What follows belongs to an exercise in optimizing a design on an open flow for small area and a short achievable clock period; a production flow would make more cautious choices. Function was checked by simulation only, so behaviour that the tests miss may differ from the original. Power figures rest on the tool's default switching activity, not on a simulated workload.

===== design.v =====
module badicecream(input         Clk,                 
                             Reset,               
                             frame_clk,           
                input [10:0]   DrawX, DrawY ,    
				input [15:0]   keycode,				  
               	output logic is_BI	,			 
				output logic [10:0] BI_X, BI_Y,
				input logic up_wall, down_wall , left_wall, right_wall,
				output logic [10:0] BI_X_Pos, BI_Y_Pos,
				output logic [5:0] BI_BlkX_Pos, BI_BlkY_Pos
              );
	localparam [1:0] RIGHT = 2'd0, LEFT = 2'd1, UP = 2'd2, DOWN = 2'd3;
	logic frame_clk_delayed, frame_clk_rising_edge;
	logic [2:0] per_frame_counter;    
	logic [2:0] frame_counter;        
	logic       walking;
	logic [1:0] facing;
	logic [5:0] x_hi, y_hi;
	logic [4:0] off;
	always_ff @(posedge Clk) begin
		frame_clk_delayed     <= frame_clk;
		frame_clk_rising_edge <= frame_clk & ~frame_clk_delayed;
	end
	wire kW = (keycode[7:0] == 8'd26) | (keycode[15:8] == 8'd26);
	wire kA = (keycode[7:0] == 8'd4)  | (keycode[15:8] == 8'd4);
	wire kS = (keycode[7:0] == 8'd22) | (keycode[15:8] == 8'd22);
	wire kD = (keycode[7:0] == 8'd7)  | (keycode[15:8] == 8'd7);
	wire anykey = kW | kA | kS | kD;
	logic [1:0] key_dir;
	logic       key_wall;
	always_comb begin
		if (kW)      begin key_dir = UP;    key_wall = up_wall;    end
		else if (kA) begin key_dir = LEFT;  key_wall = left_wall;  end
		else if (kS) begin key_dir = DOWN;  key_wall = down_wall;  end
		else         begin key_dir = RIGHT; key_wall = right_wall; end
	end
	wire turn = frame_clk_rising_edge & ~walking & anykey;
	wire [1:0] facing_in = turn ? key_dir : facing;
	wire off_up  = ~facing[0];
	wire [4:0] off_next = off_up ? off + 5'd1 : off - 5'd1;
	wire off_wrap = off_up ? (off == 5'd31) : (off == 5'd0);
	wire walk_end = off_up ? (off == 5'd31) : (off == 5'd1);
	wire hi_up = ~(facing[0] ^ facing[1]);
	wire [5:0] hi_cur  = facing[1] ? y_hi : x_hi;
	wire [5:0] hi_next = hi_up ? hi_cur + 6'd1 : hi_cur - 6'd1;
	always_ff @(posedge Clk) begin
		if (Reset) begin
			per_frame_counter <= 3'd0;
			frame_counter     <= 3'd0;
			x_hi              <= 6'd2;     
			y_hi              <= 6'd2;     
			off               <= 5'd0;
			walking           <= 1'b0;
			facing            <= DOWN;
		end else if (frame_clk_rising_edge) begin
			per_frame_counter <= per_frame_counter + 3'd1;
			if (per_frame_counter == 3'd7)
				frame_counter <= frame_counter[2] ? 3'd0 : frame_counter + 3'd1;
			if (!walking) begin
				if (anykey) begin
					facing  <= key_dir;
					walking <= ~key_wall;
				end
			end else begin
				off <= off_next;
				if (off_wrap) begin
					if (facing[1]) y_hi <= hi_next;
					else           x_hi <= hi_next;
				end
				if (walk_end)
					walking <= 1'b0;
			end
		end
	end
	wire [4:0] x_lo = off & {5{~facing[1]}};
	wire [4:0] y_lo = ~(off & {5{facing[1]}});
	assign BI_X_Pos = {x_hi, x_lo};
	assign BI_Y_Pos = {y_hi, y_lo};
	wire moved = |off;
	wire xadj = moved & (facing == LEFT);
	wire yadj = moved & (facing == DOWN);
	assign BI_BlkX_Pos = x_hi - {5'd0, ~xadj};
	assign BI_BlkY_Pos = y_hi - {4'd0, yadj, ~yadj};
	wire [4:0] ox = off & {5{~facing[1]}};
	wire [4:0] oy = off & {5{facing[1]}};
	wire [5:0] xl = {1'b0, DrawX[4:0]} - {1'b0, ox};
	wire [5:0] yl = {1'b0, DrawY[4:0]} + {1'b0, oy};
	wire bx = xl[5];
	wire by = yl[5];
	wire [5:0] xa = DrawX[10:5];
	wire [5:0] xb = ~x_hi;
	wire [5:0] xp = xa ^ xb;
	wire [5:0] xq = xa | xb;
	wire inX = (xp[0] == ~bx) & (xp[5:1] == xq[4:0]) & xq[5];
	wire [5:0] ya = y_hi;
	wire [5:0] yb = ~DrawY[10:5];
	wire [5:0] yp = ya ^ yb;
	wire [5:0] yq = ya | yb;
	wire [5:0] yg = ya & yb;
	wire yu = (yp[5:2] == yq[4:1]) & yq[5];
	wire hd0 = (yp[0] == ~by) & (yp[1] == yq[0]);
	wire hd1 = (yp[0] == by) & (yp[1] == yg[0]);
	wire inY = yu & (hd0 | (hd1 & yl[4]));
	wire [1:0] t54 = hd0 ? {yl[4], ~yl[4]} : 2'b00;
	wire [3:0] row = {2'b00, t54} + {1'b0, facing_in, 1'b0} + {2'b00, facing_in};
	assign is_BI = inX & inY;
	assign BI_X = is_BI ? {3'b000, frame_counter, xl[4:0]} : 11'd0;
	assign BI_Y = is_BI ? {3'b000, row, yl[3:0]} : 11'd0;
endmodule

===== flow/run.sh =====
#!/bin/bash
# Standard ORFS layout, with the smallest buffer on every input and output port
# and without mapping adders to the library's half/full adder cells.
set -euo pipefail
export BUFFER_PORTS_ARGS="-buffer_cell sky130_fd_sc_hd__buf_1"
export ADDER_MAP_FILE=
bash standard.sh > standard.log 2>&1

===== standard.sh =====
#!/bin/bash
# synth_recipe.tcl (not shown) runs the flow's synth.tcl, then flattens the netlist and writes it again
# the make line also repeats each setting of config.mk as NAME=value (left out here)
make -C /OpenROAD-flow-scripts/flow DESIGN_CONFIG=/design/flow/config.mk WORK_HOME=/design/flow/orfs CLKGATE_MAP_FILE= SYNTH_SCRIPT=/design/flow/synth_recipe.tcl "${@:-finish}"

===== config.mk =====
export PLATFORM = sky130hd
export DESIGN_NAME = badicecream
export DESIGN_NICKNAME = badicecream
export VERILOG_FILES = /design/flow/design.v
export SDC_FILE = /design/flow/constraint.sdc
export NUM_CORES = 4
export LEC_CHECK = 0
export CAP_MARGIN = 20
export CORE_MARGIN = 2
export CORE_UTILIZATION = 70
export SETUP_SLACK_MARGIN = 2.5
export SLEW_MARGIN = 20

===== constraint.sdc =====
create_clock -name core_clock -period 8.0 [get_ports {Clk}]
set_input_delay 1.6000 -clock core_clock [delete_from_list [all_inputs] [get_ports {Clk}]]
set_output_delay 1.6000 -clock core_clock [all_outputs]
set_load 0.01 [all_outputs]

==> impl_results.md, run 1 <==
- CP endpoint kind: primary output
- Multi-input logic area: about 2200 µm²
- Synthesized instance count: 406
- Maximum vdd drop: 0.0952 mV
- XOR/XNOR Fraction of Synth Area: 0.169
- Worst Max-Slew Pin Slew: 896 ps
- Setup TNS: 0 ps
- Sink Count: 28
- Total grt overflow: 0
- Power Total: 0.297 mW
- Iteration-0 DRC Markers: 195
- CTS tree: done
- Skew final: between 5 and 6 ps
- Post-synthesis mux area share: 0.0380
- Inserted Diodes: 0
- Highest Clock Rate: 0.187 GHz
- DP Wirelength: 5.31 mm
- Post-synth ARST share: 0
- Pin count of the biggest net entering global routing: 27
- Post-synthesis sequential area ratio: 0.194
- Die Width: 68.3 µm
- Design Area, Final: 3270 µm²
- Main combinational cell family by area after synthesis: simple AND/OR/NAND/NOR gates
- Clk Latency, worst-skew pair: approximately 280 ps
- Final setup viols: 0
- Clk slew on worst S/H paths: roughly 100 ps
- Rel. slew slack: 0.402
- Max_cap viols: 0
- Status: complete, no violations
- Simple-gate share of the synthesized area: 0.316
- Routed vias: between 3000 and 4000
- Clock buffer depth: 2
- Ys flop type: dfxtp_1
- Die height: 68.3 µm
- PortBufs: 95
- Required time worst endpoint: 6400 ps
- Final worst slack: 2660 ps
- Final Cycle Share: 0.667
- Yosys warnings: 1
- Setup Fix Bufs, Post-CTS: 0
- # fillers: 314
- Layout Nets: 527
- Cell Area, Synth: 2900 µm²
- Post-DR vias/cell: just under 6
- Tmin final: 5340 ps
- Row Count: 23
- First-pass GRT wire length: 10.9 mm
- Initial antenna violation count: 0
- # resized after CTS: 0
- Post-route ant nets: 0
- P&R area growth vs syn: 12.8%
- Post-DP Area: 3170 µm²
- Place WS: ~2500 ps
- Clk root buf: clkbuf_8
- CTS Hold Bufs: 0
- Distinct cell type count after synthesis: 66
- #FFs+latches synth: 28
- Worst hold slack: 391 ps
- Die footprint: 4670 µm²
- Hold Vio Cnt, Final: 0
- Crit path DAT: 3740 ps
- FF+latch area: 561 µm²
- Drt first pass iters: 5
- Post-synthesis adder-cell area fraction: 0.00735
- Number of synthesized flops with an enable pin: 0
- Synth Area in Compound Gates: 0.200
- LEAKAGE: 1.21 nW
- Flop2flop setup slack: 5150 ps
- RD Place Congestion: roughly 0.90
- Synthesized area per cell: 7.13 µm²
- Num ports: 102
- Avg WL per Cell: 13.3 µm
- DRC Markers: 0
- Starting Density: 0.724
- Crit Path Max Fanout: 6
- Final Max Slew Viols: 0
- PwrDens: 90.8 nW/µm²
- CTS Buf Count: 3
- Htree depth: 1
- CORE AREA: 4000 µm²
- Layout cells sized above 1: 0.0561
- Worst Setup Start Kind: input pin
- Worst hold path type: flop to flop
- Drt total wl: 7.04 mm
- Critical path type: input pin to primary output
- Unrepaired setup endpoints after global routing: yes
- Total GRT Usage: 0.299
- Vias in the first global route: 2522
## worst max-delay path: stages
cell      delay [ps]
buf_1             70
nor3_1           310
nand3b_1         170
o21ai_0          330
o21ai_0          130
a21oi_1          490
mux2i_1          290
xor2_1            90
nor2_1           110
buf_1            160
## power by group
part	switching, mW	internal [mW]
sequential	0.00181	0.141
clock	0.0453	0.0671
combinational	0.0241	0.0179
total	0.0712	0.226
## path summary, 6_finish.rpt
kind	startpoint	endpoint	cells after the start
worst max-delay path	keycode[7]	BI_Y[5]	10
worst min register to register	frame_clk_delayed$_DFF_P_	frame_clk_rising_edge$_DFF_P_	1
worst min-delay path	frame_clk_delayed$_DFF_P_	frame_clk_rising_edge$_DFF_P_	1
worst max register to register	facing[0]$_SDFFE_PP1N_	x_hi[5]$_SDFFE_PP0P_	8
## logic make-up (layout without fill, tap and decap cells)
| kind of cell | Yosys count | in the layout |
|---|---|---|
| muxes | 11 | 11 |
| AOI/OAI and AO/OA | 84 | 84 |
| adders and majority gates | 2 | 2 |
| xor gates and xnor gates | 56 | 56 |
| other | 1 | 6 |
| and+or+nand+nor | 181 | 181 |
| DFF | 28 | 28 |
| buffers and inverters | 43 | 113 |
## area by class of cell
cell class,count,share of cell area
multi-input cells,340,0.661
flip-flops and latches,28,0.172
repair buffers,96,0.112
well taps,50,0.0191
inverters,13,0.0149
clock buffers,3,0.0126
clock inverters,1,0.00919
## cell usage after synthesis (11+ instances only)
library cell	count	area, µm²
nor2_1	65	244
xnor2_1	33	289
dfxtp_1	28	561
o21ai_0	28	140
nand2_1	27	101
xor2_1	23	201
a21oi_1	17	85.1
nand2b_1	13	81.3
nor2b_1	13	81.3
nor3_1	12	60.1
inv_1	11	41.3
mux2i_1	11	110
## sequential cells by signal, summed over array words and instances (netlist names)
name and flops:
facing 2, frame_clk_delayed 1, frame_clk_rising_edge 1, frame_counter 3, off 5, per_frame_counter 3
walking 1, x_hi 6, y_hi 6
## through the flow
step	std cells	utilization
after floorplan	411	-
after global placement	527	0.794
after detailed placement	527	0.794
after CTS	531	0.811
after global routing	531	0.817
final	531	0.817
## routing by layer
metal | wire [µm] | up-vias | global-route usage
met5 | 0 | - | 0
met4 | 114 | 0 | 0.0750
met3 | 520 | 15 | 0.0263
met2 | 3450 | 140 | 0.542
met1 | 2950 | 1397 | 0.378
li1 | - | 1530 | -
## cells in the final DEF, fill, tap and decap left out, drive strengths merged, types with 4 or more instances in the layout
master,n
nor4,4
buf,95
a21oi,17
nor2,68
or3,4
nand2b,13
dfxtp,28
xnor2,33
mux2i,11
nor3,14
inv,13
nor2b,13
and2,7
clkbuf,4
nand3,10
conb,6
xor2,23
nand4,5
o21ai,29
nand2,27
==> run 2: changes to the inputs <==
--- a/config.mk
+++ b/config.mk
@@ -7,6 +7,7 @@
 export LEC_CHECK = 0
 export CAP_MARGIN = 20
 export CORE_MARGIN = 2
-export CORE_UTILIZATION = 70
+export CORE_UTILIZATION = 60
+export PLACE_DENSITY = 0.8
 export SETUP_SLACK_MARGIN = 2.5
 export SLEW_MARGIN = 20
==> run 2 against run 1 <==
Effect of this change:
- sequential power barely moved
- sequential share of layout area barely moved
- critical endpoint is now BI_X[3]
- utilization fell by 12 points
- first-iteration DRC count rose by 14%
- clock power fell by 22%
- cell count rose by 1.1%
- still clean on timing, DRC and antenna
- register-to-register slack improved by 30 ps
==> impl_results.md, run 2 <==
- Inserted Diodes: 0
- Power Total: 0.271 mW
- Worst Max-Slew Pin Slew: a little over 900 ps
- Sequential Power Share: 0.525
- Top cell type by total area after synthesis: dfxtp_1
- Hold Vio Cnt, Final: 0
- Flop2flop setup slack: roughly 5200 ps
- Status: complete, no violations
- Post-route ant nets: 0
- DP Wirelength: 5.29 mm
- Initial antenna violation count: 0
- LEAKAGE: 1.21 nW
- Synthesized instance count: 406
- Clk root buf: clkbuf_8
- Post-synth ARST share: 0
- Clock buffer depth: 2
- PortBufs: 95
- Regs by FF count: x_hi x6, y_hi x6, off x5
- Drt total wl: around 6.9 mm
- CTS tree: done
- Count leader, synth: nor2_1
- Setup TNS: 0 ps
- CP endpoint kind: primary output
- Worst Setup Start Kind: input pin
- Iteration-0 DRC Markers: 222
- Clk pwr share: 0.323
- Most frequent cells in the layout: buf_1, nor2_1, xnor2_1
- #FFs+latches synth: 28
- Unrepaired setup endpoints after global routing: no
- Pin count of the biggest net entering global routing: 27
- Distinct cell type count after synthesis: 66
- Synth top area cells: dfxtp_1, xnor2_1, nor2_1
- Avg WL per Cell: 12.8 µm
- Crit path DAT: 3680 ps
- Cell Area, Synth: approximately 2900 µm²
- Post-DR vias/cell: 5.58
- Critical path type: input pin to primary output
- Most common cell after layout, fill and taps aside: buf_1
- Internal: around 0.20 mW
- Worst hold slack: approximately 390 ps
- Highest Clock Rate: between 0.15 and 0.2 GHz
- Clk Latency, worst-skew pair: 270 ps
- Clk slew on worst S/H paths: approximately 90 ps
- Htree depth: 1
- Drt first pass iters: 5
- Tmin final: 5280 ps
- Maximum vdd drop: 0.105 mV
- Net switching power of the design: 0.0688 mW
- Skew final: 5.47 ps
- Final setup viols: 0
- Final Cycle Share: 0.660
- Die footprint: 5400 µm²
- P&R area growth vs syn: 12.9%
- DRC Markers: 0
- Design Area, Final: ~3300 µm²
- Required time worst endpoint: 6400 ps
- Synthesized area per cell: 7.13 µm²
- Commonest cells in the netlist: nor2_1, xnor2_1, dfxtp_1, o21ai_0, nand2_1
- Max_cap viols: 0
- Layout cells sized above 1: 0.0600
- Num ports: a little over 100
- Number of synthesized flops with an enable pin: 0
- Total grt overflow: 0
- Top-area cell type share of the netlist area: 0.194
- Starting Density: 0.617
- RD Place Congestion: 0.922
- CTS Buf Count: 3
- Routed vias: 2996
- CORE AREA: between 4000 and 5000 µm²
- Yosys warnings: 1
- Post-DP Area: 3180 µm²
- Rel. slew slack: 0.394
- Die height: roughly 73 µm
- Layout Nets: 529
- CTS Hold Bufs: 0
- Die Width: 73.5 µm
- Ys flop type: dfxtp_1
- First-pass GRT wire length: 10.9 mm
- Sink Count: 28
- Total GRT Usage: 0.246
- Vias in the first global route: 2553
- Logic pwr share: 0.152
- Final Max Slew Viols: 0
- # fillers: 437
- Row Count: 25
- Worst hold path type: flop to flop
- Crit Path Max Fanout: 10
- Post-synthesis sequential area ratio: 0.194
- Switching share of total power: 0.254
- PwrDens: about 83 nW/µm²
run 2: metrics by stage:
stage	setup slack (ps)	util	cells
global placement	2600	0.678	531
finish	2720	0.697	537
CTS	2660	0.691	535
detailed placement	2490	0.678	531
global route	2560	0.697	537
floorplan	3140	-	411
run 2: area by class of cell:
cell class | count | area, µm² | area share
Multi-Input combinational cell | 340 | 2160 | 0.660
Sequential cell | 28 | 561 | 0.172
Timing Repair Buffer | 98 | 380 | 0.116
Tap cell | 54 | 67.6 | 0.0207
Clock buffer | 4 | 55.1 | 0.0168
Inverter | 13 | 48.8 | 0.0149
run 2: layer usage:
layer	track usage	up-vias	share of wire
li1	-	1545	-
met1	0.338	1349	0.47
met2	0.419	98	0.48
met3	0.0178	4	0.046
met4	0.0566	0	0.0055
met5	0	-	0
run 2: power groups by stage:
stage | clock network (mW) | logic (mW) | registers, mW
5_1_grt | 0.0937 | 0.0463 | 0.143
6_report | 0.0877 | 0.0412 | 0.142
3_5_place_dp | 0 | 0.0405 | 0.146
4_1_cts | 0.0879 | 0.0410 | 0.142
2_1_floorplan | 0 | 0.0280 | 0.145
3_3_place_gp | 0 | 0.0389 | 0.146
run 2: kinds of logic after synthesis:
| logic type | Yosys count | synth area share |
|---|---|---|
| and+or+nand+nor | 181 | 0.316 |
| AOI/OAI and AO/OA | 84 | 0.200 |
| xor gates and xnor gates | 56 | 0.169 |
| buffers and inverters | 43 | 0.0743 |
| DFF | 28 | 0.194 |
| muxes | 11 | 0.0380 |
| adders and majority gates | 2 | 0.00735 |
| other | 1 | 0.00130 |
run 2: timing repair:
| item | CTS | global route |
|---|---|---|
| pin swaps | 0 | 2 |
| setup endpoints to repair | 1 | 6 |
| resized for setup | 1 | 2 |
| setup buffers | 0 | 2 |
| hold endpoints to repair | 0 | 0 |
run 2: critical path, cell delays in order:
cell	delay [ps]
buf_1	180
nand2_1	130
a311oi_2	400
nor3_2	100
o21ba_1	200
o21ai_0	190
a221o_2	210
nand4_4	180
buf_4	240
nor2_1	110
buf_1	150
run 2: worst paths after layout:
check | from | endpoint | depth (start not counted)
worst max-delay path | DrawY[1] | BI_X[3] | 11
worst max register to register | facing[0]$_SDFFE_PP1N_ | x_hi[5]$_SDFFE_PP0P_ | 8
worst min-delay path | frame_clk_delayed$_DFF_P_ | frame_clk_rising_edge$_DFF_P_ | 1
worst min register to register | frame_clk_delayed$_DFF_P_ | frame_clk_rising_edge$_DFF_P_ | 1
==> run 3: changes to the inputs <==
--- a/config.mk
+++ b/config.mk
@@ -7,7 +7,6 @@
 export LEC_CHECK = 0
 export CAP_MARGIN = 20
 export CORE_MARGIN = 2
-export CORE_UTILIZATION = 60
-export PLACE_DENSITY = 0.8
+export CORE_UTILIZATION = 40
 export SETUP_SLACK_MARGIN = 2.5
 export SLEW_MARGIN = 20
==> run 3 against run 2 <==
Effect of this change:
- still clean on timing, DRC and antenna
- synthesized area unchanged
- total power decreased by 4.6%
- combinational power about the same
- non-clock buffer count unchanged
- utilization decreased by 23 points
- sequential cell count unchanged
- design area increased by 1.5%
- sequential power about the same
- clock power decreased by 14%
- largest cell class unchanged
==> impl_results.md, run 3 <==
- Status: complete, no violations
- Regs by FF count: x_hi x6, y_hi x6, off x5
- Total GRT Usage: 0.175
- Dpl cells: roughly 580
- Worst Setup Start Kind: input pin
- Clock buffer depth: 2
- Max incr delay on CP: between 300 and 400 ps
- Crit Path Max Fanout: 12
- Critical path type: input pin to primary output
- Die height: 89.1 µm
- CP top delay family: simple AND/OR/NAND/NOR gates
- DP Wirelength: around 5.4 mm
- Power Total: 0.259 mW
- CTS Hold Bufs: 0
- Count leader, synth: nor2_1
- Sink Count: 28
- Synthesized area per cell: 7.13 µm²
- Vias in the first global route: ~2500
- Most frequent cells in the layout: buf_1, nor2_1, xnor2_1
- Post-route ant nets: 0
- Top cell type by total area after synthesis: dfxtp_1
- CTS tree: done
- Required time worst endpoint: ~6400 ps
- Critical path buffers and inverters: 3
- Post-synthesis sequential area ratio: 0.194
- Multi-input logic area: 2160 µm²
- Maximum vdd drop: about 0.074 mV
- Inserted Diodes: 0
- Flop2flop setup slack: 5240 ps
- Cell Area, Synth: 2900 µm²
- CP endpoint kind: primary output
- Drt total wl: 6.90 mm
- Tmin final: 5280 ps
- RD Place Congestion: 0.783
- # fillers: 756
- Skew final: roughly 3.8 ps
- Highest Clock Rate: between 0.15 and 0.2 GHz
- Final Cycle Share: 0.660
- Initial antenna violation count: 0
- Final setup viols: 0
- FF+latch area: 561 µm²
- Die footprint: 7930 µm²
- Num ports: 102
- Avg WL per Cell: 11.9 µm
- Rel. slew slack: 0.400
- Post-synth ARST share: 0
- Max_cap viols: 0
- Pin count of the biggest net entering global routing: 27
- Worst hold path type: flop to flop
- Clk slew on worst S/H paths: 90 ps
- Distinct cell type count after synthesis: 66
- Number of synthesized flops with an enable pin: 0
- Worst hold slack: a little under 400 ps
- Top-area cell type share of the netlist area: 0.194
- Clk root buf: clkbuf_8
- Yosys warnings: 1
- CTS Buf Count: 3
- Max stage delay cell, worst path: maj3_2
- Routed vias: ~2900
- Total grt overflow: 0
- Crit path DAT: 3680 ps
- Drt first pass iters: 4
- DRC Markers: 0
- Clk Latency, worst-skew pair: 270 ps
- Worst Max-Slew Pin Slew: around 900 ps
- Layout Nets: 529
- Most common cell after layout, fill and taps aside: buf_1
- Commonest cells in the netlist: nor2_1, xnor2_1, dfxtp_1, o21ai_0, nand2_1
- Post-DR vias/cell: 5.04
- Row Count: 31
- Layout cells sized above 1: 0.0602
- First-pass GRT wire length: 11.3 mm
- Final Instance Count excl. Fillers: 581
- LEAKAGE: 1.20 nW
- #FFs+latches synth: 28
- P&R area growth vs syn: 14.6%
- PortBufs: 95
- Die Width: 89.1 µm
- Htree depth: 1
- Most used cell, CP: buf_1
- Synth top area cells: dfxtp_1, xnor2_1, nor2_1
- Setup TNS: 0 ps
- CORE AREA: 7140 µm²
- Iteration-0 DRC Markers: ~150
- PwrDens: 78.1 nW/µm²
- Unrepaired setup endpoints after global routing: yes
- Ys flop type: dfxtp_1
- Synthesized instance count: 406
- Final Max Slew Viols: 0
- Crit-path cells: buf_1, nand2b_1, o221ai_1, o2111ai_1, maj3_2, nor2_2, xnor2_1, nand4_4, buf_4, nor2_1, buf_1
- Starting Density: 0.406
- Hold Vio Cnt, Final: 0
## run 3: kinds of logic after synthesis
logic type | Yosys count | share of synthesized area
buf+inv | 43 | 0.0743
xor+xnor | 56 | 0.169
other cells | 1 | 0.00130
fa+ha+maj | 2 | 0.00735
simple gates | 181 | 0.316
flops | 28 | 0.194
compound gates | 84 | 0.200
mux | 11 | 0.0380
## run 3: through the flow
stage	worst slack [ps]	util	area, µm²
final	2720	0.465	3320
after global routing	2490	0.465	3320
after CTS	2540	0.460	3290
after detailed placement	2430	0.453	3240
after global placement	2510	0.453	3240
after floorplan	3140	-	2910
## run 3: final cells by class
type	count	share of cell area
clock buffer	3	0.0124
inverter	13	0.0147
multi-input combinational	340	0.652
sequential	28	0.169
tap	99	0.0373
timing repair buffer	98	0.115
## run 3: path summary, 6_finish.rpt
check	startpoint	end	cells past startpoint
setup / recovery	DrawX[0]	BI_X[2]	11
hold / removal	frame_clk_delayed$_DFF_P_	frame_clk_rising_edge$_DFF_P_	1
hold reg to reg	frame_clk_delayed$_DFF_P_	frame_clk_rising_edge$_DFF_P_	1
setup reg to reg	facing[0]$_SDFFE_PP1N_	y_hi[5]$_SDFFE_PP0P_	8
## run 3: repair_timing
item | in CTS | in global routing
pin swaps | 0 | 1
gates resized for setup | 1 | 3
setup endpoints to repair | 2 | 14
setup buffers | 0 | 2
## run 3: worst register-to-register path, stage by stage (launching register included)
cell      delay [ps]
dfxtp_1          920
a21boi_2         300
o32ai_2          100
o311ai_2         440
nor3_1           110
a221o_1          400
xor2_1           180
mux2i_1          140
nor2_1            50
## run 3: where the power goes
group	internal (mW)	switching, mW	total [mW]	leakage, nW
sequential	0.141	0.00175	0.142	0.227
combinational	0.0179	0.0231	0.0410	0.955
clock	0.0338	0.0418	0.0756	0.0216
total	0.192	0.0666	0.259	1.20
## run 3: per-layer routing
layer,vias to the layer above,global-route usage,wire length [µm]
met5,-,0,0
met2,79,0.299,3240
met1,1303,0.229,3150
met3,8,0.0342,396
met4,0,0.0393,106
li1,1538,-,-
==> run 4: changes to the inputs <==
==> run.sh (new file) <==
#!/bin/bash
# synth_recipe.tcl (not shown) runs the flow's synth.tcl, then flattens the netlist and writes it again
# the make line also repeats each setting of config.mk as NAME=value (left out here)
make -C /OpenROAD-flow-scripts/flow DESIGN_CONFIG=/design/flow/config.mk WORK_HOME=/design/flow/orfs CLKGATE_MAP_FILE= SYNTH_SCRIPT=/design/flow/synth_recipe.tcl finish
--- a/config.mk
+++ b/config.mk
@@ -8,5 +8,5 @@
 export CAP_MARGIN = 20
 export CORE_MARGIN = 2
 export CORE_UTILIZATION = 40
-export SETUP_SLACK_MARGIN = 2.5
+export SETUP_SLACK_MARGIN = 0.2
 export SLEW_MARGIN = 20
removed: flow/run.sh
removed: standard.sh
==> run 4 against run 3 <==
Effect of this change:
- still clean on timing, DRC and antenna
- first-iteration DRC count is 68% lower
- critical path depth is 2 higher
- clock power is 1% higher
- fmax is 25% lower
- die area is 1.1% higher
- design area is 20% higher
- sequential cell count stayed put
- clock-buffer cell count stayed put
- via count is 9.0% lower
- non-clock buffer count is 3 lower
- global-route usage is 0.50 points higher
- setup slack worse by 1800 ps
- critical path type unchanged
- critical endpoint is now BI_Y[6]
- largest power group unchanged
==> impl_results.md, run 4 <==
- Avg WL per Cell: 13.0 µm
- CTS Hold Bufs: 0
- Required time worst endpoint: 6400 ps
- Yosys warnings: 1
- Total GRT Usage: 0.180
- Crit Path Max Fanout: 3
- Starting Density: 0.408
- Die height: about 90 µm
- Post-DR vias/cell: 4.86
- Row Count: 31
- # resized after CTS: 0
- Clk Latency, worst-skew pair: 270 ps
- Sink Count: 28
- Number of synthesized flops with an enable pin: 0
- Drt total wl: slightly above 7 mm
- Worst hold path type: flop to flop
- CORE AREA: 7180 µm²
- Vias in the first global route: 2513
- PwrDens: 69.9 nW/µm²
- Inserted Diodes: 0
- Max_cap viols: 0
- Num ports: 102
- Drt first pass iters: 4
- Clk slew on worst S/H paths: 90 ps
- Design Area, Final: 3980 µm²
- Routed vias: 2665
- P&R area growth vs syn: 35.9%
- Count leader, synth: inv_1
- Worst hold stages: 1
- Layout cells sized above 1: 0.0267
- Status: complete, no violations
- Clk root buf: clkbuf_8
- HP Start: frame_clk_delayed$_DFF_P_
- Regs by FF count: x_hi x6, y_hi x6, off x5
- Post-synth ARST share: 0
- Post-DP Area: 3940 µm²
- Hold EP: frame_clk_rising_edge$_DFF_P_
- First-pass GRT wire length: 11.4 mm
- Worst Max-Slew Pin Slew: a little over 800 ps
- Final setup viols: 0
- Most frequent cells in the layout: clkdlybuf4s50_1, inv_1, ha_1
- Synthesized instance count: 359
- Cell Area, Synth: 2930 µm²
- Maximum vdd drop: around 0.077 mV
- Cells on worst reg2reg path: 10
- Crit path launch: keycode[15]
- Final Max Slew Viols: 0
- Layout Nets: between 500 and 600
- Setup TNS: 0 ps
- Initial antenna violation count: 0
- Final Cycle Share: 0.885
- RD Place Congestion: ~0.84
- Tmin final: approximately 7100 ps
- Synthesized area per cell: 8.16 µm²
- Top cell type by total area after synthesis: dfxtp_1
- Skew final: 2.26 ps
- Total grt overflow: 0
- Synth top area cells: dfxtp_1, ha_1, inv_1
- Pin count of the biggest net entering global routing: 23
- Clock buffer depth: 2
- Critical path type: input pin to primary output
- CTS Buf Count: 3
- Rel. slew slack: 0.461
- Htree depth: 1
- CP endpoint kind: primary output
- Hold Vio Cnt, Final: 0
- Die footprint: 8020 µm²
- Die Width: 89.6 µm
- PortBufs: 95
- Commonest cells in the netlist: inv_1, ha_1, nor2_1, dfxtp_1, nand2_1
- Ys flop type: dfxtp_1
- Most common cell after layout, fill and taps aside: clkdlybuf4s50_1
- DRC Markers: 0
- Post-synthesis sequential area ratio: 0.191
- Post-route ant nets: 0
- CTS tree: done
- Reg2reg end: x_hi[5]$_SDFFE_PP0P_
- #FFs+latches synth: 28
- Unrepaired setup endpoints after global routing: no
- Top-area cell type share of the netlist area: 0.191
- Highest Clock Rate: 0.141 GHz
- LEAKAGE: 1.78 nW
- RR Startpoint: facing[1]$_SDFFE_PP1N_
- DP Wirelength: 6.00 mm
- Iteration-0 DRC Markers: 48
- Setup Fix Bufs, Post-CTS: 0
- Distinct cell type count after synthesis: 55
- Flop2flop setup slack: 5030 ps
- Worst Setup Start Kind: input pin
- Crit path DAT: ~5500 ps
- # fillers: 690
-- run 4: cell count changes in the layout (fill, tap and decap cells not counted), sizes merged, moves of 13 or more --
cell	change
clkdlybuf4s50	+95
nor2	-39
xnor2	-13
buf	-97
inv	+35
ha	+41
o21ai	-17
-- run 4: worst max-delay path by stage --
stage | end | slack (ps) | depth (start not counted)
after floorplan | BI_Y[6] | 2030 | 11
after global placement | BI_Y[6] | 1000 | 13
after detailed placement | BI_Y[6] | 940 | 13
after CTS | BI_Y[6] | 930 | 13
after global routing | BI_Y[6] | 670 | 13
final | BI_Y[6] | 920 | 13
-- run 4: per-layer routing --
metal	GRT usage	up-vias	wire length (µm)
met4	0.0448	0	82
met1	0.246	1217	3520
met2	0.302	54	3260
met3	0.0185	7	250
met5	0	-	0
li1	-	1387	-
-- run 4: kinds of logic after synthesis --
| group | after synthesis | synth area share |
|---|---|---|
| AOI/OAI and AO/OA | 57 | 0.134 |
| xor gates and xnor gates | 35 | 0.105 |
| buffers and inverters | 61 | 0.0897 |
| DFF | 28 | 0.191 |
| other | 1 | 0.00128 |
| muxes | 16 | 0.0560 |
| adders and majority gates | 48 | 0.221 |
| and+or+nand+nor | 113 | 0.202 |
-- run 4: critical path, cell delays in order --
cell and delay, ps:
clkdlybuf4s50_1 400, nor3_1 240, or3b_1 420, o32a_1 340
a21oi_1 170, a2bb2oi_1 380, inv_1 120, fa_1 550
ha_1 140, inv_1 50, fa_1 430, nor2b_1 120
clkdlybuf4s50_1 540
-- run 4: report_power, final --
group          internal (mW)  switching, mW
Clock                 0.0339         0.0425
Sequential             0.141        0.00162
Combinational         0.0346         0.0250
Total                  0.209         0.0691
-- run 4: area by class of cell --
type                            count  area [µm²]  share of cell area
Multi-Input combinational cell    275        2120               0.533
Timing Repair Buffer               95         951               0.239
Sequential cell                    28         561               0.141
Inverter                           48         180              0.0453
Tap cell                           99         124              0.0311
Clock buffer                        3        41.3              0.0104
-- run 4: stage by stage --
stage / hold slack [ps] / util / std cells / total power, mW / setup WS [ps]
6_report: 389 / 0.555 / 548 / 0.278 / 916
5_1_grt: 408 / 0.555 / 548 / 0.294 / 673
4_1_cts: 393 / 0.555 / 548 / 0.283 / 934
3_5_place_dp: 377 / 0.549 / 545 / 0.205 / 938
3_3_place_gp: 374 / 0.549 / 545 / 0.205 / 998
2_1_floorplan: 367 / - / 364 / 0.177 / 2030
==> run 5: changes to the inputs <==
==> flow/run.sh (new file) <==
#!/bin/bash
# The standard ORFS layout with three changes:
#  - the smallest buffer (buf_1) on every input and output port,
#  - adders left as plain logic (no half/full adder cells),
#  - ABC maps the logic with flow/abc_map.script instead of ORFS's speed script.
# Synthesis is otherwise the standard flow's own script (synth_recipe.tcl), so registers and
# their names are those of the standard synthesis.
set -euo pipefail
here=$PWD
export BUFFER_PORTS_ARGS="-buffer_cell sky130_fd_sc_hd__buf_1"
export ADDER_MAP_FILE=
{
  head -n 1 synth_recipe.tcl
  cat <<TCL
proc abc {args} {
  set i [lsearch -exact \$args -script]
  if { \$i >= 0 } { lset args [expr {\$i + 1}] $here/flow/abc_map.script }
  yosys abc {*}\$args
}
TCL
  tail -n +2 synth_recipe.tcl
} > own_synth.tcl
sed "s#SYNTH_SCRIPT=[^ ]*#SYNTH_SCRIPT=$here/own_synth.tcl#" standard.sh > own_standard.sh
grep -q "SYNTH_SCRIPT=$here/own_synth.tcl" own_standard.sh
bash own_standard.sh > standard.log 2>&1
==> flow/abc_map.script (new file) <==
strash
dch
map -D 1500
topo
stime -c
buffer -c
upsize -c
dnsize -c
==> standard.sh (new file) <==
#!/bin/bash
# synth_recipe.tcl (not shown) runs the flow's synth.tcl, then flattens the netlist and writes it again
# the make line also repeats each setting of config.mk as NAME=value (left out here)
make -C /OpenROAD-flow-scripts/flow DESIGN_CONFIG=/design/flow/config.mk WORK_HOME=/design/flow/orfs CLKGATE_MAP_FILE= SYNTH_SCRIPT=/design/flow/synth_recipe.tcl "${@:-finish}"
--- a/config.mk
+++ b/config.mk
@@ -8,5 +8,5 @@
 export CAP_MARGIN = 20
 export CORE_MARGIN = 2
 export CORE_UTILIZATION = 40
-export SETUP_SLACK_MARGIN = 0.2
+export SETUP_SLACK_MARGIN = 2.5
 export SLEW_MARGIN = 20
removed: run.sh
==> run 5 against run 4 <==
Effect of this change:
- clock skew increased by 7.5 ps
- largest power group unchanged
- highest routed layer unchanged
- synthesized area shrank 7.1%
- sequential share of layout area is 3.8 points higher
- critical path type unchanged
- clock power up 1%
- synthesized cell count grew 21%
==> impl_results.md, run 5 <==
- Post-synthesis sequential area ratio: 0.206
- Internal: between 0.15 and 0.2 mW
- PortBufs: 95
- Hold Vio Cnt, Final: 0
- Sequential Power Share: 0.535
- Drt total wl: 6.79 mm
- Synthesized area per cell: 6.24 µm²
- Count leader, synth: nand2_1
- Net switching power of the design: around 0.073 mW
- Most used cell, CP: nand2_1
- Die footprint: 7480 µm²
- #FFs+latches synth: 28
- Drt first pass iters: 4
- Top cell type by total area after synthesis: dfxtp_1
- DP Wirelength: 5.52 mm
- Highest Clock Rate: 0.189 GHz
- Post-synth ARST share: 0
- Required time worst endpoint: 6400 ps
- Iteration-0 DRC Markers: ~110
- Clk slew on worst S/H paths: 90 ps
- Cell Area, Synth: 2720 µm²
- Htree depth: 1
- Final Max Slew Viols: 0
- Critical path buffers and inverters: 3
- Tmin final: 5290 ps
- Clock buffer depth: 2
- Inserted Diodes: 0
- Layout cells sized above 1: 0.0690
- CTS tree: done
- Unrepaired setup endpoints after global routing: yes
- Crit path DAT: 3690 ps
- Worst Max-Slew Pin Slew: 755 ps
- Routed vias: a little under 3000
- Final Cycle Share: 0.661
- Most frequent cells in the layout: buf_1, nand2_1, inv_1
- Max stage delay cell, worst path: or2_2
- Most common cell after layout, fill and taps aside: buf_1
- Post-DR vias/cell: 4.94
- Worst Setup Start Kind: input pin
- Die height: roughly 86 µm
- Die Width: 86.5 µm
- CP top delay family: simple AND/OR/NAND/NOR gates
- CTS Hold Bufs: 0
- Commonest cells in the netlist: nand2_1, inv_1, nor2_1, o21ai_0, a21oi_1
- Initial antenna violation count: 0
- P&R area growth vs syn: 15.1%
- Synth top area cells: dfxtp_1, nand2_1, inv_1
- Total GRT Usage: 0.185
- Final setup viols: 0
- CTS Buf Count: 3
- Max incr delay on CP: 300 ps
- Post-DP Area: between 3000 and 4000 µm²
- Post-route ant nets: 0
- Distinct cell type count after synthesis: 49
- FF+latch area: 561 µm²
- Pin count of the biggest net entering global routing: 20
- Clk pwr share: 0.292
- CP endpoint kind: primary output
- Multi-input logic area: 1810 µm²
- Vias in the first global route: 2495
- CORE AREA: 6680 µm²
- Number of synthesized flops with an enable pin: 0
- PwrDens: 84.5 nW/µm²
- Top-area cell type share of the netlist area: 0.206
- Maximum vdd drop: ~0.11 mV
- Sink Count: 28
- Switching share of total power: 0.277
- Status: complete, no violations
- Crit Path Max Fanout: 5
- LEAKAGE: approximately 1.4 nW
- Setup TNS: 0 ps
- Starting Density: 0.407
- Design Area, Final: 3130 µm²
- Total grt overflow: 0
- Layout Nets: 569
- Row Count: 30
- Crit-path cells: buf_1, or2_2, nor3b_1, nand4_1, o21ai_2, inv_1, nand2_1, o211ai_1, nand2_1, o21a_1, nand2_1, nand2_1, xor2_1, a21oi_2, buf_1
- Num ports: 102
- Avg WL per Cell: 11.3 µm
- Max_cap viols: 0
- Critical path type: input pin to primary output
- Yosys warnings: 1
- First-pass GRT wire length: around 11 mm
- Skew final: 9.79 ps
- Rel. slew slack: 0.495
- Logic pwr share: 0.173
- Ys flop type: dfxtp_1
- DRC Markers: 0
- RD Place Congestion: 0.836
- Synthesized instance count: 436
- Clk Latency, worst-skew pair: 280 ps
- # fillers: 747
- Worst hold path type: flop to flop
- Regs by FF count: x_hi x6, y_hi x6, off x5
- Clk root buf: clkbuf_8
==> run 5: worst paths after layout <==
path / startpoint / depth (start not counted) / to / slack, ps
hold reg to reg: frame_clk_delayed$_DFF_P_ / 1 / frame_clk_rising_edge$_DFF_P_ / 380
setup reg to reg: off[1]$_SDFFE_PP0P_ / 12 / x_hi[4]$_SDFFE_PP0P_ / 5570
setup / recovery: keycode[7] / 15 / BI_Y[5] / 2710
hold / removal: frame_clk_delayed$_DFF_P_ / 1 / frame_clk_rising_edge$_DFF_P_ / 380
==> run 5: worst register-to-register path: stages, from the launching register on <==
cell     delay [ps]
dfxtp_1         530
inv_4            70
nor2_1          100
inv_1            60
nor2_1          120
nand2_1          80
o21ai_0         220
o21ai_0         120
nor2_1          100
inv_1            60
nor2_1          570
o21ai_0         170
a21oi_1         140
==> run 5: power by group through the flow <==
stage	Sequential [mW]	Clock, mW	Combinational (mW)
6_report	0.142	0.0772	0.0458
5_1_grt	0.142	0.0855	0.0531
4_1_cts	0.142	0.0791	0.0456
3_5_place_dp	0.145	0	0.0453
3_3_place_gp	0.145	0	0.0448
2_1_floorplan	0.144	0	0.0326
==> run 5: kinds of logic after synthesis <==
family                 share of synthesized area
flip-flops                                 0.206
XOR/XNOR                                  0.0805
other                                    0.00138
buffers and inverters                      0.137
AO/OA/AOI/OAI                              0.253
AND/OR/NAND/NOR                            0.318
multiplexers                             0.00368
==> run 5: cell type report <==
class                   count  share of cell area
repair buffers             97               0.123
flip-flops and latches     28               0.179
clock buffers               3              0.0132
well taps                  80              0.0320
inverters                  61              0.0739
multi-input cells         333               0.579
==> run 5: what timing repair did <==
item | 4_1_cts | 5_1_grt
resized for setup | 0 | 3
buffers inserted | 0 | 1
setup endpoints to repair | 0 | 7
==> run 5: per-layer routing <==
layer | routed length, µm | share of wire | vias to the layer above | GRT usage
li1 | - | - | 1597 | -
met4 | 31 | 0.0046 | 0 | 0.0213
met3 | 392 | 0.058 | 4 | 0.0238
met1 | 3360 | 0.49 | 1296 | 0.285
met5 | 0 | 0 | - | 0
met2 | 3000 | 0.44 | 76 | 0.283
==> run 5: through the flow <==
step | hold WS, ps | setup WS, ps | power [mW] | std cells | util
floorplan | 366 | 3140 | 0.177 | 441 | -
global placement | 371 | 2660 | 0.190 | 598 | 0.458
detailed placement | 373 | 2690 | 0.190 | 598 | 0.458
CTS | 387 | 2690 | 0.266 | 601 | 0.465
global route | 396 | 2490 | 0.281 | 602 | 0.469
finish | 381 | 2710 | 0.265 | 602 | 0.469
==> run 6: changes to the inputs <==
==> flow/abc_map.script (replaced) <==
strash
dch
map
topo
stime -c
buffer -c
upsize -c
dnsize -c
==> run 6 against run 5 <==
Effect of this change:
- sequential power hardly changed
- routed wire length is 9.9% higher
- synthesized area is 9.3% higher
- first-iteration DRC count is 35% higher
- clock skew is 1.5 ps lower
- sequential share of layout area is 1.5 points lower
- clock-buffer cell count stayed put
- global-route usage is 0.45 points lower
- setup slack better by 150 ps
- die area is 8.8% higher
- sequential cell count stayed put
- design area is 9.1% higher
- critical endpoint is now BI_X[0]
==> impl_results.md, run 6 <==
- Rel. slew slack: 0.553
- Max stage delay cell, worst path: nand2_2
- #FFs+latches synth: 28
- Inserted Diodes: 0
- Total GRT Usage: 0.181
- Sequential Power Share: 0.463
- RD Place Congestion: between 0.8 and 0.9
- Post-synth ARST share: 0
- LEAKAGE: 1.43 nW
- Num ports: 102
- DRC Markers: 0
- Regs by FF count: x_hi x6, y_hi x6, off x5
- Post-route ant nets: 0
- Drt total wl: 7.46 mm
- Top-area cell type share of the netlist area: 0.189
- Dpl cells: 655
- RR Startpoint: facing[0]$_SDFFE_PP1N_
- PwrDens: 89.4 nW/µm²
- Starting Density: 0.412
- Setup TNS: 0 ps
- Clk Latency, worst-skew pair: 280 ps
- Most common cell after layout, fill and taps aside: nand2_1
- Yosys warnings: 1
- Sink Count: 28
- Crit-path cells: buf_1, nand3_2, o221ai_2, nand4_1, nand2_1, nand3_1, and2_1, o21ai_2, nand2_2, a21oi_1, buf_1
- # resized after CTS: 0
- Post-DR vias/cell: 4.91
- Die Width: 90.2 µm
- Avg WL per Cell: 11.3 µm
- HP Start: frame_clk_delayed$_DFF_P_
- Layout cells sized above 1: 0.0911
- Post-DP Area: 3350 µm²
- Maximum vdd drop: 0.0646 mV
- Initial antenna violation count: 0
- Vias in the first global route: 2813
- Final worst slack: 2860 ps
- Htree depth: 1
- Clk root buf: clkbuf_8
- Final Max Slew Viols: 0
- CORE AREA: 7210 µm²
- Highest Clock Rate: 0.194 GHz
- Clk slew on worst S/H paths: 90 ps
- Most used cell, CP: buf_1
- Drt first pass iters: 4
- Post-synthesis sequential area ratio: 0.189
- Design Area, Final: ~3400 µm²
- Max incr delay on CP: 380 ps
- Worst Max-Slew Pin Slew: 668 ps
- Status: complete, no violations
- Internal: 0.226 mW
- Core Util, Final: 0.474
- Routed vias: approximately 3200
- Crit Path Max Fanout: 15
- Unrepaired setup endpoints after global routing: no
- Skew final: 8.30 ps
- Most frequent cells in the layout: nand2_1, buf_1, inv_1
- Worst Setup Start Kind: input pin
- Critical path buffers and inverters: 2
- CTS Buf Count: 3
- CTS tree: done
- Crit path launch: DrawY[0]
- Final Instance Count excl. Fillers: roughly 660
- Layout Nets: 606
- Logic pwr share: 0.165
- Clk pwr share: 0.372
- PortBufs: 95
- P&R area growth vs syn: 14.9%
- Max_cap viols: 0
- Distinct cell type count after synthesis: 55
- Final Cycle Share: 0.643
- Tmin final: approximately 5000 ps
- CP endpoint kind: primary output
- Critical path type: input pin to primary output
- Crit path DAT: 3540 ps
- Top cell type by total area after synthesis: dfxtp_1
- Synthesized instance count: 472
- CP top delay family: simple AND/OR/NAND/NOR gates
- Synthesized area per cell: ~6.3 µm²
- Clock buffer depth: 2
- Pin count of the biggest net entering global routing: 36
- Synth top area cells: dfxtp_1, nand2_1, inv_1
- Net switching power of the design: between 0.07 and 0.08 mW
- CTS Hold Bufs: 0
- Die footprint: 8140 µm²
- Hold Vio Cnt, Final: 0
- Required time worst endpoint: 6400 ps
- Count leader, synth: nand2_1
- Switching share of total power: 0.259
- Cell Area, Synth: 2970 µm²
- Worst hold path type: flop to flop
- Setup Fix Bufs, Post-CTS: 0
- Number of synthesized flops with an enable pin: 0
- Ys flop type: dfxtp_1
- Row Count: 31
- Worst hold slack: a little under 400 ps
- Power Total: 0.306 mW
- First-pass GRT wire length: approximately 13 mm
- Commonest cells in the netlist: nand2_1, inv_1, nor2_1, o21ai_0, a21oi_1
- Iteration-0 DRC Markers: 142
- Die height: between 90 and 100 µm
- Total grt overflow: 0
- Place WS: 2870 ps
- DP Wirelength: 6.16 mm
- Final setup viols: 0
run 6: cell count changes in the layout (fill, tap and decap cells not counted), moves of 8 or more:
cell	before	now
inv_1	58	49
nor2_1	54	46
nor2_4	2	12
nand4_1	3	20
nand3_1	10	20
nand2_1	81	99
nor3_1	10	2
run 6: final cells by class:
type / count / area [µm²]
clock inverter: 1 / 30.0
tap: 99 / 124
fill: 781 / 3800
multi-input combinational: 373 / 2080
inverter: 59 / 221
timing repair buffer: 96 / 364
sequential: 28 / 561
clock buffer: 3 / 41.3
run 6: cells by family after synthesis:
group / count (synthesis) / share of synthesized area
buf+inv: 76 / 0.120
simple gates: 235 / 0.394
xor+xnor: 24 / 0.0758
other cells: 1 / 0.00126
compound gates: 108 / 0.221
flops: 28 / 0.189
run 6: worst paths after layout:
path                                                      end  slack [ps]  cells past startpoint
worst max-delay path                                  BI_X[0]        2860                     11
worst min register to register  frame_clk_rising_edge$_DFF_P_         390                      1
worst min-delay path            frame_clk_rising_edge$_DFF_P_         390                      1
worst max register to register           x_hi[4]$_SDFFE_PP0P_        5770                      8
run 6: worst register-to-register path, delay by kind of cell, from the launching register on:
kind	cells	cell delay [ps]
AOI/OAI and AO/OA	3	690
buffers and inverters	2	380
DFF	1	680
and+or+nand+nor	3	370
run 6: power groups by stage:
| stage | logic, mW | registers (mW) | clock network (mW) |
|---|---|---|---|
| 2_1_floorplan | 0.0366 | 0.144 | 0 |
| 3_3_place_gp | 0.0489 | 0.145 | 0 |
| 3_5_place_dp | 0.0501 | 0.145 | 0 |
| 4_1_cts | 0.0504 | 0.142 | 0.116 |
| 5_1_grt | 0.0574 | 0.142 | 0.121 |
| 6_report | 0.0503 | 0.142 | 0.114 |
run 6: layer usage:
metal  global-route usage  wire (µm)  vias to the layer above
met5                    0          0                        -
met4               0.0333         44                        0
met3               0.0201        301                        4
met2                0.304       3370                       66
met1                0.251       3750                     1422
li1                     -          -                     1741
==> run 7: changes to the inputs <==
--- a/flow/run.sh
+++ b/flow/run.sh
@@ -1,5 +1,5 @@
 #!/bin/bash
-# The standard ORFS layout with three changes:
+# The standard ORFS layout with these changes:
 #  - the smallest buffer (buf_1) on every input and output port,
 #  - adders left as plain logic (no half/full adder cells),
 #  - ABC maps the logic with flow/abc_map.script instead of ORFS's speed script.
==> flow/abc_map.script (replaced) <==
strash
dch
map -D 1500
strash
dch
map -D 1500
topo
stime -c
buffer -c
upsize -c
dnsize -c
==> run 7 against run 6 <==
Effect of this change:
- sequential cell count unchanged
- highest routed layer unchanged
- combinational power decreased by 4.4%
- worst hold slack improved by 5.6 ps
- still clean
- largest power group unchanged
- largest cell class unchanged
==> impl_results.md, run 7 <==
- Maximum vdd drop: 0.0758 mV
- Final Instance Count excl. Fillers: 610
- Skew final: 2.52 ps
- Drt total wl: roughly 7.3 mm
- Layout cells sized above 1: 0.103
- Crit Path Max Fanout: 8
- Die footprint: 7250 µm²
- Num ports: 102
- Crit-path cells: buf_1, xnor2_1, a22oi_1, mux2_2, or4_4, a21oi_4, nand3_4, buf_4, nor3_2, clkbuf_2
- Starting Density: 0.415
- Post-synth ARST share: 0
- CTS Buf Count: 3
- CP endpoint kind: primary output
- Met2 WL: 3.25 mm
- Critical path type: input pin to primary output
- Worst Setup Start Kind: input pin
- Core Util, Final: 0.502
- Final Max Slew Viols: 0
- Clk Latency, worst-skew pair: 280 ps
- DP Wirelength: 5.63 mm
- Top-area cell type share of the netlist area: 0.213
- CTS Hold Bufs: 0
- Die Width: approximately 85 µm
- Required time worst endpoint: 6400 ps
- Most frequent cells in the layout: buf_1, nand2_1, nor2_1
- Vias in the first global route: 2697
- Regs by FF count: x_hi x6, y_hi x6, off x5
- Htree depth: 1
- Max_cap viols: 0
- Max incr delay on CP: 490 ps
- LEAKAGE: 1.38 nW
- Rel. slew slack: 0.594
- Clk root buf: clkbuf_8
- Hold Vio Cnt, Final: 0
- Worst Max-Slew Pin Slew: 609 ps
- Yosys warnings: 1
- Inserted Diodes: 0
- Distinct cell type count after synthesis: 47
- Ys flop type: dfxtp_1
- Uppermost routed layer: met4
- RD Place Congestion: 0.846
- Sink Count: 28
- Wire length on met3: 444 µm
- Tmin final: 5350 ps
- Post-DR vias/cell: just over 5
- Total GRT Usage: 0.192
- Drt first pass iters: 5
- CTS tree: done
- Dpl cells: 598
- DRC Markers: 0
- Iteration-0 DRC Markers: 146
- Crit path DAT: about 3800 ps
- Top cell type by total area after synthesis: dfxtp_1
- Highest Clock Rate: 0.187 GHz
- Final Cycle Share: 0.668
- Count leader, synth: nand2_1
- M1 wire length: 3.55 mm
- Total grt overflow: 0
- Synthesized area per cell: 6.03 µm²
- Number of synthesized flops with an enable pin: 0
- Avg WL per Cell: 11.9 µm
- Unrepaired setup endpoints after global routing: no
- Max stage delay cell, worst path: or4_4
- Post-synthesis sequential area ratio: 0.213
- Commonest cells in the netlist: nand2_1, nor2_1, inv_1, o21ai_0, a21oi_1
- CORE AREA: 6350 µm²
- PortBufs: 95
- Layout Nets: just under 600
- Row Count: 29
- Setup TNS: 0 ps
- Pin count of the biggest net entering global routing: 33
- #FFs+latches synth: 28
- Clk slew on worst S/H paths: around 100 ps
- Most common cell after layout, fill and taps aside: buf_1
- Post-route ant nets: 0
- Final setup viols: 0
- Cell Area, Synth: 2630 µm²
- Die height: around 85 µm
- First-pass GRT wire length: 11.7 mm
- # fillers: ~700
- Synthesized instance count: 437
- Routed vias: 3082
- Clock buffer depth: 2
- PwrDens: 95.2 nW/µm²
- Status: complete, no violations
- Synth top area cells: dfxtp_1, nand2_1, nor2_1
- Worst hold path type: flop to flop
- Initial antenna violation count: 0
- P&R area growth vs syn: 21.0%
run 7: cell count changes in the layout (fill, tap and decap cells not counted), sizes merged, moves of 5 or more:
cell	change
nor3	+16
nand2	-21
a21oi	+6
nor2b	-6
inv	+6
nand4	-18
buf	+5
o211ai	-5
and2	-6
run 7: kinds of logic (layout without fill, tap and decap cells):
group           count (synthesis)  after routing  synth area share
buf+inv                        81            171             0.138
mux                             1              1           0.00428
flops                          28             28             0.213
xor+xnor                       21             21            0.0698
compound gates                100            100             0.219
simple gates                  205            206             0.354
other cells                     1              6           0.00142
run 7: metal layers:
layer	up-vias	track usage
met5	-	0
li1	1619	-
met1	1361	0.274
met2	98	0.316
met3	4	0.0185
met4	0	0.0418
run 7: area by class of cell:
| type | instances | area, µm² | area share |
|---|---|---|---|
| Tap cell | 77 | 96.3 | 0.0302 |
| Timing Repair Buffer | 103 | 419 | 0.131 |
| Multi-Input combinational cell | 334 | 1800 | 0.564 |
| Clock buffer | 3 | 41.3 | 0.0130 |
| Inverter | 64 | 243 | 0.0761 |
| Sequential cell | 28 | 561 | 0.176 |
| Clock inverter | 1 | 30.0 | 0.00942 |
run 7: worst paths after layout:
check                            startpoint                             to  slack (ps)  cells after the start
setup / recovery                  DrawY[10]                        BI_Y[1]        2650                     10
hold / removal    frame_clk_delayed$_DFF_P_  frame_clk_rising_edge$_DFF_P_         390                      1
setup reg to reg     facing[1]$_SDFFE_PP1N_           x_hi[5]$_SDFFE_PP0P_        5350                     15
hold reg to reg   frame_clk_delayed$_DFF_P_  frame_clk_rising_edge$_DFF_P_         390                      1
run 7: stage by stage:
stage | power (mW) | setup WS (ps) | cell area, µm² | hold slack, ps
detailed placement | 0.190 | 2580 | 2990 | 377
floorplan | 0.176 | 3100 | 2650 | 366
CTS | 0.303 | 2580 | 3060 | 392
global route | 0.318 | 2460 | 3190 | 403
global placement | 0.189 | 2650 | 2990 | 370
finish | 0.303 | 2650 | 3190 | 391
run 7: worst max-delay path, delay by kind of cell:
family | cells | cell delay (ps)
compound gates | 2 | 390
xor+xnor | 1 | 150
buf+inv | 3 | 440
mux | 1 | 360
simple gates | 3 | 790
run 7: what timing repair did:
action / in CTS / in global routing
gates resized for setup: 0 / 15
buffers inserted: 0 / 7
setup endpoints to repair: 0 / 7
run 7: report_power, final:
| group | switching, mW | internal [mW] |
|---|---|---|
| clock | 0.0467 | 0.0671 |
| combinational | 0.0311 | 0.0170 |
| sequential | 0.00104 | 0.141 |
| total | 0.0788 | 0.225 |
==> run 8: changes to the inputs <==
==> flow/abc_map.script (replaced) <==
strash
dch
map -D 1500
topo
stime -c
buffer -c
upsize -c
dnsize -c
==> run 8 against run 7 <==
Effect of this change:
- still clean on timing, DRC and antenna
- combinational power decreased by 4.8%
- clock-buffer cell count unchanged
- sequential power about the same
- fmax increased by 1.1%
- register-to-register slack improved by 220 ps
- largest power group unchanged
==> impl_results.md, run 8 <==
- Core Util, Final: 0.469
- Post-synthesis sequential area ratio: 0.206
- CORE AREA: 6680 µm²
- #FFs+latches synth: 28
- Final worst slack: 2710 ps
- PortBufs: 95
- Cell Area, Synth: around 2700 µm²
- Unrepaired setup endpoints after global routing: yes
- Most frequent cells in the layout: buf_1, nand2_1, inv_1
- Worst Max-Slew Pin Slew: 755 ps
- Hold Vio Cnt, Final: 0
- Clk root buf: clkbuf_8
- First-pass GRT wire length: 11.5 mm
- Vias in the first global route: 2495
- Setup TNS: 0 ps
- Required time worst endpoint: between 6000 and 7000 ps
- Synth top area cells: dfxtp_1, nand2_1, inv_1
- Final Cycle Share: 0.661
- Final setup viols: 0
- Die footprint: approximately 7500 µm²
- Max stage delay cell, worst path: or2_2
- DP Wirelength: 5.52 mm
- Synthesized area per cell: about 6.2 µm²
- P&R area growth vs syn: 15.1%
- Pin count of the biggest net entering global routing: 20
- CTS tree: done
- CP top delay family: simple AND/OR/NAND/NOR gates
- Post-route ant nets: 0
- Max incr delay on CP: about 300 ps
- Distinct cell type count after synthesis: 49
- Inserted Diodes: 0
- CTS Buf Count: 3
- Die Width: 86.5 µm
- Ys flop type: dfxtp_1
- Most common cell after layout, fill and taps aside: buf_1
- Sink Count: 28
- Rel. slew slack: 0.495
- Multi-input logic area: 1810 µm²
- Layout cells sized above 1: 0.0690
- Total GRT Usage: 0.185
- Starting Density: 0.407
- RD Place Congestion: 0.836
- Most used cell, CP: nand2_1
- Post-DR vias/cell: a little under 5
- Power Total: 0.265 mW
- Total grt overflow: 0
- Maximum vdd drop: 0.108 mV
- Crit path DAT: around 3700 ps
- Status: complete, no violations
- Top-area cell type share of the netlist area: 0.206
- Htree depth: 1
- DRC Markers: 0
- Final Max Slew Viols: 0
- Critical path type: input pin to primary output
- Crit Path Max Fanout: 5
- Row Count: 30
- PwrDens: 84.5 nW/µm²
- # fillers: ~750
- Highest Clock Rate: 0.189 GHz
- Initial antenna violation count: 0
- Iteration-0 DRC Markers: 105
- Die height: 86.5 µm
- Yosys warnings: 1
- Regs by FF count: x_hi x6, y_hi x6, off x5
- Post-DP Area: 3060 µm²
- Place WS: 2690 ps
- Routed vias: 2973
- Design Area, Final: between 3000 and 4000 µm²
- Clk Latency, worst-skew pair: 280 ps
- Count leader, synth: nand2_1
- FF+latch area: approximately 560 µm²
- CP endpoint kind: primary output
- Critical path buffers and inverters: 3
- Commonest cells in the netlist: nand2_1, inv_1, nor2_1, o21ai_0, a21oi_1
- Worst Setup Start Kind: input pin
- Clock buffer depth: 2
- Synthesized instance count: 436
- Clk slew on worst S/H paths: ~90 ps
- Post-synth ARST share: 0
- Layout Nets: approximately 570
- LEAKAGE: 1.36 nW
- Avg WL per Cell: 11.3 µm
- Skew final: 9.79 ps
- Drt first pass iters: 4
- Drt total wl: about 6.8 mm
- Crit-path cells: buf_1, or2_2, nor3b_1, nand4_1, o21ai_2, inv_1, nand2_1, o211ai_1, nand2_1, o21a_1, nand2_1, nand2_1, xor2_1, a21oi_2, buf_1
- Tmin final: 5290 ps
- Max_cap viols: 0
- Worst hold path type: flop to flop
- Top cell type by total area after synthesis: dfxtp_1
- Number of synthesized flops with an enable pin: 0
- Num ports: between 100 and 150
## run 8: layer usage
layer / wire length (µm) / global-route usage / share of wire / vias to the layer above
li1: - / - / - / 1597
met1: 3360 / 0.285 / 0.49 / 1296
met2: 3000 / 0.283 / 0.44 / 76
met3: 392 / 0.0238 / 0.058 / 4
met4: 31 / 0.0213 / 0.0046 / 0
met5: 0 / 0 / 0 / -
## run 8: cells by family after synthesis
group / after synthesis / synth area share
mux: 1 / 0.00368
xor+xnor: 25 / 0.0805
flops: 28 / 0.206
compound gates: 110 / 0.253
other cells: 1 / 0.00138
buf+inv: 80 / 0.137
simple gates: 191 / 0.318
## run 8: path summary, 6_finish.rpt
| kind | from | to | slack [ps] | cells past startpoint |
|---|---|---|---|---|
| worst max-delay path | keycode[7] | BI_Y[5] | 2710 | 15 |
| worst min-delay path | frame_clk_delayed$_DFF_P_ | frame_clk_rising_edge$_DFF_P_ | 380 | 1 |
| worst max register to register | off[1]$_SDFFE_PP0P_ | x_hi[4]$_SDFFE_PP0P_ | 5570 | 12 |
| worst min register to register | frame_clk_delayed$_DFF_P_ | frame_clk_rising_edge$_DFF_P_ | 380 | 1 |
## run 8: through the flow
stage                     hold slack, ps  cells
after floorplan                      366    441
after global placement               371    598
after detailed placement             373    598
after CTS                            387    601
after global routing                 396    602
final                                381    602
## run 8: timing repair
item                       4_1_cts  5_1_grt
hold buffers                     0        0
buffers inserted                 0        1
gates resized for setup          0        3
setup endpoints to repair        0        7
hold endpoints to repair         0        0
## run 8: final cells by class
class                   instances  share of cell area
repair buffers                 97               0.123
clock buffers                   3              0.0132
multi-input cells             333               0.579
inverters                      61              0.0739
well taps                      80              0.0320
flip-flops and latches         28               0.179
## run 8: power by group
group	switching [mW]	internal [mW]	total, mW
Combinational	0.0289	0.0169	0.0458
Clock	0.0433	0.0338	0.0772
Sequential	0.00112	0.141	0.142
==> run 9: changes to the inputs <==
--- a/config.mk
+++ b/config.mk
@@ -8,5 +8,7 @@
 export CAP_MARGIN = 20
 export CORE_MARGIN = 2
 export CORE_UTILIZATION = 40
+export CTS_CLUSTER_DIAMETER = 200
+export CTS_CLUSTER_SIZE = 30
 export SETUP_SLACK_MARGIN = 2.5
 export SLEW_MARGIN = 20
==> run 9 against run 8 <==
Effect of this change:
- total power stayed put
- via count stayed put
- die area stayed put
- clock power hardly changed
- utilization stayed put
- fmax stayed put
- sequential cell count stayed put
- routed wire length stayed put
- still clean
- critical path depth stayed put
- critical path type unchanged
==> impl_results.md, run 9 <==
- Drt total wl: 6.79 mm
- Cells on worst reg2reg path: 12
- Synthesized instance count: 436
- Iteration-0 DRC Markers: 105
- Logic pwr share: 0.173
- Dpl cells: 598
- Worst Max-Slew Pin Slew: 755 ps
- Most frequent cells in the layout: buf_1, nand2_1, inv_1
- Skew final: ~10 ps
- LEAKAGE: 1.36 nW
- Layout cells sized above 1: 0.0690
- Top-area cell type share of the netlist area: 0.206
- Hold EP: frame_clk_rising_edge$_DFF_P_
- Clk Latency, worst-skew pair: 280 ps
- Worst hold path type: flop to flop
- Hold Vio Cnt, Final: 0
- Pin count of the biggest net entering global routing: 20
- HP Start: frame_clk_delayed$_DFF_P_
- Final Cycle Share: 0.661
- Vias in the first global route: 2495
- PortBufs: 95
- # fillers: 747
- Cell Area, Synth: 2720 µm²
- CTS Hold Bufs: 0
- Number of synthesized flops with an enable pin: 0
- Sink Count: 28
- Required time worst endpoint: 6400 ps
- Final Max Slew Viols: 0
- Reg2reg end: x_hi[4]$_SDFFE_PP0P_
- Regs by FF count: x_hi x6, y_hi x6, off x5
- Routed vias: roughly 3000
- Post-synthesis sequential area ratio: 0.206
- Htree depth: 1
- Post-DP Area: between 3000 and 4000 µm²
- Starting Density: 0.407
- Switching share of total power: 0.277
- Max_cap viols: 0
- Clk slew on worst S/H paths: 90 ps
- Row Count: 30
- Crit Path Max Fanout: 5
- Post-synth ARST share: 0
- PwrDens: 84.5 nW/µm²
- Total grt overflow: 0
- Clk root buf: clkbuf_8
- DRC Markers: 0
- #FFs+latches synth: 28
- Die Width: 86.5 µm
- Crit path DAT: between 3000 and 4000 ps
- First-pass GRT wire length: 11.5 mm
- Maximum vdd drop: 0.108 mV
- Inserted Diodes: 0
- Clock buffer depth: 2
- Highest Clock Rate: 0.189 GHz
- Layout Nets: roughly 570
- Power Total: 0.265 mW
- Post-DR vias/cell: 4.94
- Flop2flop setup slack: 5570 ps
- CTS Buf Count: 3
- Tmin final: between 5000 and 6000 ps
- Post-route ant nets: 0
- Total GRT Usage: 0.185
- Final worst slack: about 2700 ps
- Count leader, synth: nand2_1
- Design Area, Final: 3130 µm²
- Clk pwr share: 0.292
- Drt first pass iters: 4
- Worst hold stages: 1
- Synth top area cells: dfxtp_1, nand2_1, inv_1
- Rel. slew slack: 0.495
- Status: complete, no violations
- Critical path type: input pin to primary output
- Top cell type by total area after synthesis: dfxtp_1
- Net switching power of the design: 0.0734 mW
- Setup TNS: 0 ps
- RD Place Congestion: 0.836
- Worst Setup Start Kind: input pin
- Die footprint: 7480 µm²
- Synthesized area per cell: 6.24 µm²
- Num ports: between 100 and 150
- Final setup viols: 0
- Avg WL per Cell: 11.3 µm
- Distinct cell type count after synthesis: 49
- Ys flop type: dfxtp_1
- Final Instance Count excl. Fillers: 602
- Die height: between 80 and 90 µm
- Place WS: 2690 ps
- Yosys warnings: 1
- Internal: approximately 0.19 mW
- Unrepaired setup endpoints after global routing: yes
- Most common cell after layout, fill and taps aside: buf_1
- Commonest cells in the netlist: nand2_1, inv_1, nor2_1, o21ai_0, a21oi_1
- CTS tree: done
- CORE AREA: about 6700 µm²
- RR Startpoint: off[1]$_SDFFE_PP0P_
- P&R area growth vs syn: 15.1%
- Sequential Power Share: 0.535
- CP endpoint kind: primary output
- DP Wirelength: between 5 and 6 mm
- Initial antenna violation count: 0
==> run 9: cell counts after synthesis <==
Identical to the previous run, type by type.
==> run 9: timing repair <==
action | in CTS | in global routing
setup endpoints to repair | 0 | 7
resized for setup | 0 | 3
buffers inserted | 0 | 1
==> run 9: cells by family after synthesis <==
kind of cell              synth area share
buffers and inverters                0.137
muxes                              0.00368
xor gates and xnor gates            0.0805
and+or+nand+nor                      0.318
DFF                                  0.206
other                              0.00138
AOI/OAI and AO/OA                    0.253
==> run 9: through the flow <==
stage / hold WS (ps) / utilization
2_1_floorplan: 366 / -
3_3_place_gp: 371 / 0.458
3_5_place_dp: 373 / 0.458
4_1_cts: 387 / 0.465
5_1_grt: 396 / 0.469
6_report: 381 / 0.469
==> run 9: per-layer routing <==
metal / global-route usage / part of all wire / vias to the layer above / wire [µm]
met5: 0 / 0 / - / 0
met4: 0.0213 / 0.0046 / 0 / 31
met3: 0.0238 / 0.058 / 4 / 392
met2: 0.283 / 0.44 / 76 / 3000
met1: 0.285 / 0.49 / 1296 / 3360
li1: - / - / 1597 / -
==> run 9: how the worst max path moves through the flow <==
stage | cells after the start | slack (ps) | from | end
floorplan | 10 | 3140 | keycode[7] | BI_Y[7]
global placement | 14 | 2660 | keycode[7] | BI_Y[5]
detailed placement | 14 | 2690 | keycode[7] | BI_Y[5]
CTS | 14 | 2690 | keycode[7] | BI_Y[5]
global route | 15 | 2490 | keycode[7] | BI_Y[5]
finish | 15 | 2710 | keycode[7] | BI_Y[5]
==> run 9: layout make-up <==
class	count	area (µm²)	area share
sequential	28	561	0.179
inverter	61	231	0.0739
multi-input combinational	333	1810	0.579
timing repair buffer	97	384	0.123
tap	80	100	0.0320
clock buffer	3	41.3	0.0132
==> run 9: power by group through the flow <==
| stage | Clock, mW | Sequential, mW | Combinational [mW] |
|---|---|---|---|
| floorplan | 0 | 0.144 | 0.0326 |
| global placement | 0 | 0.145 | 0.0448 |
| detailed placement | 0 | 0.145 | 0.0453 |
| CTS | 0.0791 | 0.142 | 0.0456 |
| global route | 0.0855 | 0.142 | 0.0531 |
| finish | 0.0772 | 0.142 | 0.0458 |
==> run 9: worst max-delay path, stage by stage <==
cell and delay, ps:
buf_1 60, or2_2 300, nor3b_1 240, nand4_1 130, o21ai_2 130, inv_1 60
nand2_1 80, o211ai_1 190, nand2_1 130, o21a_1 190, nand2_1 60, nand2_1 70
xor2_1 230, a21oi_2 80, buf_1 130

separate check: timing with driven ports:
The flow's constraints put no driver on any port. The routed layouts listed below were extracted and timed again, unchanged, in two steps. Step 1: set_driving_cell puts a clkbuf_16 on Clk and a buf_2 on each other input, an assumption about the parent block. Step 2 also shifts input and output timing later by t, the mid clock arrival at the registers, as if the neighbouring blocks saw the same clock. Three values: no drivers, after step 1, after step 2; two values: the first two.
run	t, ns	setup WS [ns]	worst hold slack (ns)
run 1	0.299	2.664 / 2.643 / 2.643	0.391 / 0.391 / 0.391
run 2	0.292	2.717 / 2.691 / 2.691	0.394 / 0.394 / 0.394
run 3	0.295	2.716 / 2.697 / 2.697	0.386 / 0.386 / 0.386
run 4	0.297	0.916 / 0.889 / 0.889	0.389 / 0.389 / 0.389
run 5	0.296	2.711 / 2.691 / 2.691	0.381 / 0.381 / 0.381
run 6	0.304	2.858 / 2.837 / 2.837	0.385 / 0.385 / 0.385
run 7	0.305	2.654 / 2.629 / 2.629	0.391 / 0.391 / 0.391
run 8	0.296	2.711 / 2.691 / 2.691	0.381 / 0.381 / 0.381
run 9	0.296	2.711 / 2.691 / 2.691	0.381 / 0.381 / 0.381
After both steps setup and hold are still met in every run listed. The setup slack of run 4, which loses most, moves by -0.027 ns with the drivers and by -0.027 ns with both steps.
